From an optimization exercise on the open Yosys and OpenROAD flow, aimed at small area and a short achievable clock period; shortcuts taken in it are not production practice.
Only simulation tests tie the RTL to the original design; equivalence was not proved.
No activity file was given, so power comes from the tool's default toggle rates.

amber:
Design multiplier, start of the top module:
module multiplier #(parameter N = 32) (
    input logic CLK, EN_mult, EN_blockRead, rst_n,
    input logic [15:0] mult_input0,
    input logic [15:0] mult_input1,
    input logic [N - 1:0] readMem_val,
    output logic RDY_mult, EN_readMem, EN_writeMem, VALID_memVal,
    output logic [N - 1:0] writeMem_val, memVal_data,
    output logic [5:0] writeMem_addr, readMem_addr
    );
Size: roughly 1200 cells after synthesis.
Settings: LEC_CHECK=0, CAP_MARGIN=20, CORE_MARGIN=2, CORE_UTILIZATION=65, CTS_CLUSTER_DIAMETER=75, CTS_CLUSTER_SIZE=25, SETUP_SLACK_MARGIN=1.9, SLEW_MARGIN=20, SYNTH_HIERARCHICAL=1, SYNTH_MINIMUM_KEEP_SIZE=0; clock period 3.6 ns.
run.sh (not shown) runs the stock make flow with config.mk's settings and CLKGATE_MAP_FILE= SYNTH_SCRIPT=/design/flow/synth_recipe.tcl, a recipe that flattens the netlist after the stock synthesis.
Edits applied to the flow inputs when going from amber to raven:
Settings: CTS_CLUSTER_SIZE now 30, was 25; CTS_CLUSTER_DIAMETER now 65, was 75.
Notes after the runs:
- raven vs. amber: met1 wire length went up 0.83%, maximum fanout encountered on the critical timing path -4, slack of the critical path comparable.
Input-level comparison between harbor and raven:
Settings: CTS_CLUSTER_SIZE: 30 -> 25; CTS_CLUSTER_DIAMETER: 65 -> 75; SETUP_SLACK_MARGIN: 1.9 -> 1.92.
Results
- No run among harbor and raven stopped early or left any final violation; all are clean.
- Design area: harbor vs raven down 200 µm²
- There was hardly any difference in area used by sequential logic in the layout between raven and harbor.
- From raven to harbor the numbers moved as follows: CTS buffer count went down; via density per instance moved down.
- Comparing the two runs side by side, harbor comes out ahead of raven on cell-internal power.
- On fraction of final layout cells with drive strength greater than 1, harbor and raven are basically level.
- Transition at the pin with the smallest max-transition slack: harbor vs raven, no meaningful difference
- In harbor relative to raven, total leakage power had gone down slightly.
- Compared to raven, the router laid down less metal wire for harbor.
- The run with more setup slack is raven; harbor has less.
- [harbor vs raven] largest voltage drop on the vdd net: lower in harbor
Relative to harbor, the following input files were edited for zinc:
Settings: clearing CTS_CLUSTER_SIZE, which used to be 25; clearing CTS_CLUSTER_DIAMETER, which used to be 75; swapping 1.92 for 1.8 in SETUP_SLACK_MARGIN.
## What came out
Result for zinc and harbor: all clean. Comparing headroom to the max-slew limit for zinc and harbor, the bigger number came from harbor. zinc — final critical-path share of the clock period 1.8 points higher, harbor as reference. Total power, zinc vs harbor: up by more than 10%. zinc: non-clock buffer count is 14% lower than what harbor reported. Global-route met1 utilization up 1.5 points in zinc wrt harbor.

---

run 1:
multiplier, a different RTL version from the one above (not shown whole).
For scale: about 1300 cells after synthesis, ~150 I/O pins.
export LEC_CHECK = 0
export CAP_MARGIN = 20
export CORE_MARGIN = 2
export CORE_UTILIZATION = 65
export SETUP_SLACK_MARGIN = 1.85
export SLEW_MARGIN = 20
export SYNTH_HIERARCHICAL = 1
export SYNTH_MINIMUM_KEEP_SIZE = 0
create_clock -name core_clock -period 3.6 [get_ports {CLK}]
No stage failed in run 1, and the final checks on the layout all came back clean.
Here is what was changed in the inputs of run 2 compared with run 1.
Settings: SETUP_SLACK_MARGIN changed from 1.85 to 1.8.
## What came out
- Run 2 vs. run 1: clock power share went down by 1.0 points.
- Comparing run 1 against run 2, there is no change at all in initial core utilization.
- From run 1 to run 2 the numbers moved as follows: sequential power barely changed; global-route wire length before repair barely changed; total power dropped 2.2%.
Relative to run 2, the following input files were edited for run 3:
Settings: swapping 1.8 for 1.9 in SETUP_SLACK_MARGIN.
==> run notes <==
- Run 3 was carried through to the last stage, and its layout satisfied the timing, design-rule and antenna checks.
- Comparing run 3 and run 2, the higher clock period minus final worst setup slack was measured on run 2.
- Highest-delay cell along the critical path = sky130_fd_sc_hd__fa_1: run 2; highest-delay cell along the critical path = sky130_fd_sc_hd__dfxtp_4: run 3
- Looking at worst setup path category, the flop to primary output result is from run 3; the input port to flop one comes from run 2.
- Run 3 vs. run 2: data required time of the critical path decreased by 1.14 ns relative to the old numbers, post-route clock period utilization decreased by 1.8 points relative to the old numbers.

---

RTL: one of the versions met above, not the one the previous note started from.
For scale: roughly 1200 cells after synthesis, ~0.015 sq mm of cells after synthesis.
// multiplier
module multiplier #(parameter N = 32) (
    input logic CLK, EN_mult, EN_blockRead, rst_n,
    input logic [15:0] mult_input0,
    input logic [15:0] mult_input1,
    input logic [N - 1:0] readMem_val,
    output logic RDY_mult, EN_readMem, EN_writeMem, VALID_memVal,
    output logic [N - 1:0] writeMem_val, memVal_data,
    output logic [5:0] writeMem_addr, readMem_addr
    );
clock: 3.6 ns
lec_check: 0
cap_margin: 20
core_margin: 2
core_utilization: 65
cts_cluster_diameter: 100
cts_cluster_size: 20
setup_slack_margin: 1.9
slew_margin: 20
synth_hierarchical: 1
synth_minimum_keep_size: 0
Edit:
--- a/flow/config.mk
+++ b/flow/config.mk
@@ -9,7 +9,5 @@
 export CORE_MARGIN = 2
 export CORE_UTILIZATION = 65
-export CTS_CLUSTER_DIAMETER = 100
-export CTS_CLUSTER_SIZE = 20
-export SETUP_SLACK_MARGIN = 1.9
+export SETUP_SLACK_MARGIN = 1.93
 export SLEW_MARGIN = 20
 export SYNTH_HIERARCHICAL = 1
The changed run ran to the end with no violations.
Combinational power goes up by about 3%.
Cell count goes up by about 2.6%.
Routed wire length goes up by about 6%.
Non-clock buffer count goes up by 5.
Clock skew stays flat.
Core utilization goes up by 3.1 points.
Cell area goes up by about 4%.
Register-to-register slack improves by 0.03 ns.
Die area does not change.
Worst hold slack improves by 0.0050 ns.
Edit:
--- a/flow/config.mk
+++ b/flow/config.mk
@@ -9,5 +9,7 @@
 export CORE_MARGIN = 2
 export CORE_UTILIZATION = 65
-export SETUP_SLACK_MARGIN = 1.93
+export CTS_CLUSTER_DIAMETER = 75
+export CTS_CLUSTER_SIZE = 25
+export SETUP_SLACK_MARGIN = 1.97
 export SLEW_MARGIN = 20
 export SYNTH_HIERARCHICAL = 1
Power is lower by 11%.
Global-route usage is lower by 0.73 points.
Utilization is lower by 2.2 points.
Synthesized cell count is unchanged.
Register-to-register slack is better by 0.02 ns.
Worst setup slack is better by 0.0042 ns.
Critical path depth is higher by 4.
Sequential cell count stays the same.
Edit:
--- a/flow/config.mk
+++ b/flow/config.mk
@@ -10,6 +10,6 @@
 export CORE_UTILIZATION = 65
 export CTS_CLUSTER_DIAMETER = 75
-export CTS_CLUSTER_SIZE = 25
-export SETUP_SLACK_MARGIN = 1.97
+export CTS_CLUSTER_SIZE = 30
+export SETUP_SLACK_MARGIN = 1.9
 export SLEW_MARGIN = 20
 export SYNTH_HIERARCHICAL = 1
The changed run completed without violations.
Non-clock buffer count fell by 4.
Worst setup slack loses 0.0058 ns.
Maximum frequency goes down by 0.34%.
Global-route usage barely changes.
Die area is unchanged.
Clock power went up by about 7%.

---

Starting RTL as in the previous note.
clock: 3.6 ns
lec_check: 0
cap_margin: 20
core_margin: 2
core_utilization: 65
cts_cluster_diameter: 90
cts_cluster_size: 25
setup_slack_margin: 1.9
slew_margin: 20
synth_hierarchical: 1
synth_minimum_keep_size: 0
The baseline finished with timing, DRC and antenna clean.
Change:
CTS_CLUSTER_DIAMETER = 70   (was 90)
CTS_CLUSTER_SIZE = 35   (was 25)
The new run completed with no timing, DRC or antenna violations.
Final cell count barely changes.
Design area is higher by 0.88%.
Routed wire length is higher by 1.2%.
Setup slack hardly moves.
Global-route usage is higher by 0.18 points.
Register-to-register slack degrades by 20 ps.
Hold slack improves by 3.4 ps.
Combinational power is higher by about 1%.
Area after synthesis does not change.
Count of clock-buffer cells in the layout is unchanged.
Die area stays the same.
Change:
CTS_CLUSTER_DIAMETER = 75   (was 70)
CTS_CLUSTER_SIZE = 25   (was 35)
SETUP_SLACK_MARGIN = 1.85   (was 1.9)
The changed run finished clean.
Clock skew drops by 7.2 ps.
Power came out lower by 3.0%.
Critical path depth is higher by 4.
Via count decreases by about 0.7%.
Die area is unchanged.
Core utilization went down by 2.0 points.
Combinational power is lower by about 3%.
Area after synthesis is unchanged.
Worst setup slack degrades by 31 ps.
Routed wire length is higher by about 1.4%.
Change:
CTS_CLUSTER_DIAMETER = 60   (was 75)
CTS_CLUSTER_SIZE = default   (was 25)
SETUP_SLACK_MARGIN = 1.9   (was 1.85)
What happened: Wire length came out higher by about 0.64%. Cell area went up by about 5%. Die area is unchanged. Utilization rose by 3.7 points. Synthesized cell count is unchanged. Area after synthesis stays the same. Power rose by 12%. Clock skew climbs by 4.3 ps. Clock-buffer cell count climbs by 23. Final cell count rose by 2.8%.

---

## v58
multiplier again, from the RTL that the note above started with.
## multiplier
module multiplier #(parameter N = 32) (
    input logic CLK, EN_mult, EN_blockRead, rst_n,
    input logic [15:0] mult_input0,
    input logic [15:0] mult_input1,
    input logic [N - 1:0] readMem_val,
    output logic RDY_mult, EN_readMem, EN_writeMem, VALID_memVal,
    output logic [N - 1:0] writeMem_val, memVal_data,
    output logic [5:0] writeMem_addr, readMem_addr
    );
    logic st_init, st_w, st_wf, st_f, st_r;
    logic [2:0] pipe_en;
    logic [5:0] wa, ra;
    logic vld;
    logic wr;          
    logic nxt_w;
    assign nxt_w = st_init | (st_w & ~(wr & (&wa))) | (st_r & (&ra));
    always_ff @(posedge CLK) begin
        if (!rst_n) begin
            st_init <= 1'b1; st_w <= 1'b0; st_wf <= 1'b0; st_f <= 1'b0; st_r <= 1'b0;
            pipe_en <= 3'b0;
            wr <= 1'b0;
            wa <= 6'd0;
            ra <= 6'd0;
            vld <= 1'b0;
        end else begin
            pipe_en <= {pipe_en[1:0], EN_mult};
            wr <= pipe_en[2] & nxt_w;
            st_init <= 1'b0;
            st_w  <= nxt_w;
            st_wf <= wr & (&wa);
            st_f  <= st_wf | (st_f & ~EN_blockRead);
            st_r  <= (st_f & EN_blockRead) | (st_r & ~(&ra));
            if (wr) wa <= wa + 6'd1;
            if (st_r) ra <= ra + 6'd1;
            vld <= st_r;
        end
    end
    assign RDY_mult = st_w;
    assign EN_writeMem = wr;
    assign EN_readMem = st_r;
    assign VALID_memVal = vld;
    assign writeMem_addr = wa;
    assign readMem_addr = ra;
    assign memVal_data = readMem_val;
    logic pp1;
    logic pp2;
    logic pp3;
    logic pp4;
    logic pp5;
    logic pp6;
    logic pp7;
    logic pp8;
    logic pp9;
    logic pp10;
    logic pp11;
    logic pp12;
    logic pp13;
    logic pp14;
    logic pp15;
    logic pp16;
    logic pp17;
    logic pp18;
    logic pp19;
    logic pp20;
    logic pp21;
    logic pp22;
    logic pp23;
    logic pp24;
    logic pp25;
    logic pp26;
    logic pp27;
    logic pp28;
    logic pp29;
    logic pp30;
    logic pp31;
    logic pp32;
    logic pp33;
    logic pp34;
    logic pp35;
    logic pp36;
    logic pp37;
  ...
==> flow/config.mk <==
export PLATFORM = sky130hd
export DESIGN_NAME = multiplier
export DESIGN_NICKNAME = multiplier
export VERILOG_FILES = /design/flow/design.v
export SDC_FILE = /design/flow/constraint.sdc
export NUM_CORES = 4
export LEC_CHECK = 0
export CAP_MARGIN = 20
export CORE_MARGIN = 2
export CORE_UTILIZATION = 65
export SETUP_SLACK_MARGIN = 1.85
export SLEW_MARGIN = 20
export SYNTH_HIERARCHICAL = 1
export SYNTH_MINIMUM_KEEP_SIZE = 0
==> flow/constraint.sdc <==
create_clock -name core_clock -period 3.6 [get_ports {CLK}]
set_input_delay 0.7200 -clock core_clock [delete_from_list [all_inputs] [get_ports {CLK}]]
set_output_delay 0.7200 -clock core_clock [all_outputs]
set_load 0.01 [all_outputs]
v58 has completed all stages; timing, DRC and antenna checks passed.
[inputs] v9 vs v58
--- a/flow/config.mk
+++ b/flow/config.mk
@@ -10,3 +10,6 @@
 export CORE_UTILIZATION = 65
-export SETUP_SLACK_MARGIN = 1.85
+export CTS_CLUSTER_DIAMETER = 75
+export CTS_CLUSTER_SIZE = 25
+export PLACE_DENSITY_LB_ADDON = 0.15
+export SETUP_SLACK_MARGIN = 1.9
 export SLEW_MARGIN = 20
==> comparison <==
- fa_2 as the slowest library cell on the worst path was reported by v9, and fa_1 by v58.
- Changes observed in v9 relative to v58: flip-flop and latch count saw little to no change, transition time at the pin with the least slew margin saw a decrease, total routed wirelength saw a decrease.
[inputs] v40 vs v9
--- a/flow/config.mk
+++ b/flow/config.mk
@@ -10,5 +10,2 @@
 export CORE_UTILIZATION = 65
-export CTS_CLUSTER_DIAMETER = 75
-export CTS_CLUSTER_SIZE = 25
-export PLACE_DENSITY_LB_ADDON = 0.15
 export SETUP_SLACK_MARGIN = 1.9
## What came out
- v40: PASS, flow complete, no timing, DRC or antenna violations
- A start-to-end type of the worst setup path of reg -> out is what v40 shows, while in -> reg belongs to v9.
- v40 leaves more setup margin than v9.
- On cell area after layout, the lower figure sits with v9, not v40.
- Shortest period the worst path allows delta (v40 − v9): favourable
- v40 vs v9: number of fill cells down slightly
- v9 has a lower insertion delay to the later sink of the worst-skew pair than v40.
- Between v9 and v40, the total detailed-routing wirelength does not differ in any meaningful way.
### v40 -> v29
--- a/flow/config.mk
+++ b/flow/config.mk
@@ -10,3 +10,5 @@
 export CORE_UTILIZATION = 65
-export SETUP_SLACK_MARGIN = 1.9
+export CTS_CLUSTER_DIAMETER = 75
+export CTS_CLUSTER_SIZE = 25
+export SETUP_SLACK_MARGIN = 1.87
 export SLEW_MARGIN = 20
Clock share of power (higher): v40. v29 vs. v40: pin count of the biggest net entering global routing grew by 8, fill cell total of the finished layout grew by about 6.5%, combinational share of power grew by 3.3 points.

afterwards: timing with drivers on the ports:
How much do the figures lean on ideal ports? The routed layouts below were timed once more, with nothing changed but the port constraints.
Step 1: set_driving_cell puts a clkbuf_16 on CLK and a buf_2 on each other input, an assumption about the parent block.
Step 2 moves the port delays by t, midway between the first and last clock arrival at a register: inputs arrive t later, outputs are due t later. That takes back most of the time a late clock gives input paths.
Slacks: no drivers / after step 1 / after step 2; pairs: no drivers / after step 1.
run	shift t [ns]	setup slack, ns	cell pins on the clock port's net
amber	0.551	1.881 / 1.846 / 1.334	1
raven	0.562	1.880 / 1.833 / 1.330	1
harbor	0.552	1.862 / 1.847 / 1.330	1
zinc	0.548	1.796 / 1.772 / 1.274	1
run 1	0.544	1.859 / 1.830 / 1.334	1
run 2	0.607	1.816 / 1.786 / 1.238	1
run 3	0.583	1.881 / 1.836 / 1.313	1
the first run of note 3	0.543	1.866 / 1.862 / 1.326	1
the second run of note 3	0.595	1.876 / 1.827 / 1.328	1
the third run of note 3	0.551	1.880 / 1.846 / 1.334	1
the fourth run of note 3	0.552	1.874 / 1.840 / 1.321	1
the first run of note 4	0.542	1.860 / 1.855 / 1.315	1
the second run of note 4	0.562	1.862 / 1.818 / 1.323	1
the third run of note 4	0.552	1.832 / 1.841 / 1.307	1
the fourth run of note 4	0.616	1.852 / 1.803 / 1.315	1
v58	0.599	1.845 / 1.817 / 1.268	1
v9	0.538	1.857 / 1.860 / 1.322	1
v40	0.595	1.878 / 1.829 / 1.311	1
v29	0.551	1.850 / 1.846 / 1.327	1
After both steps setup and hold are still met in every run listed. For run 2, which loses most, drivers alone change the setup slack by -0.030 ns; drivers and shift together by -0.578 ns.
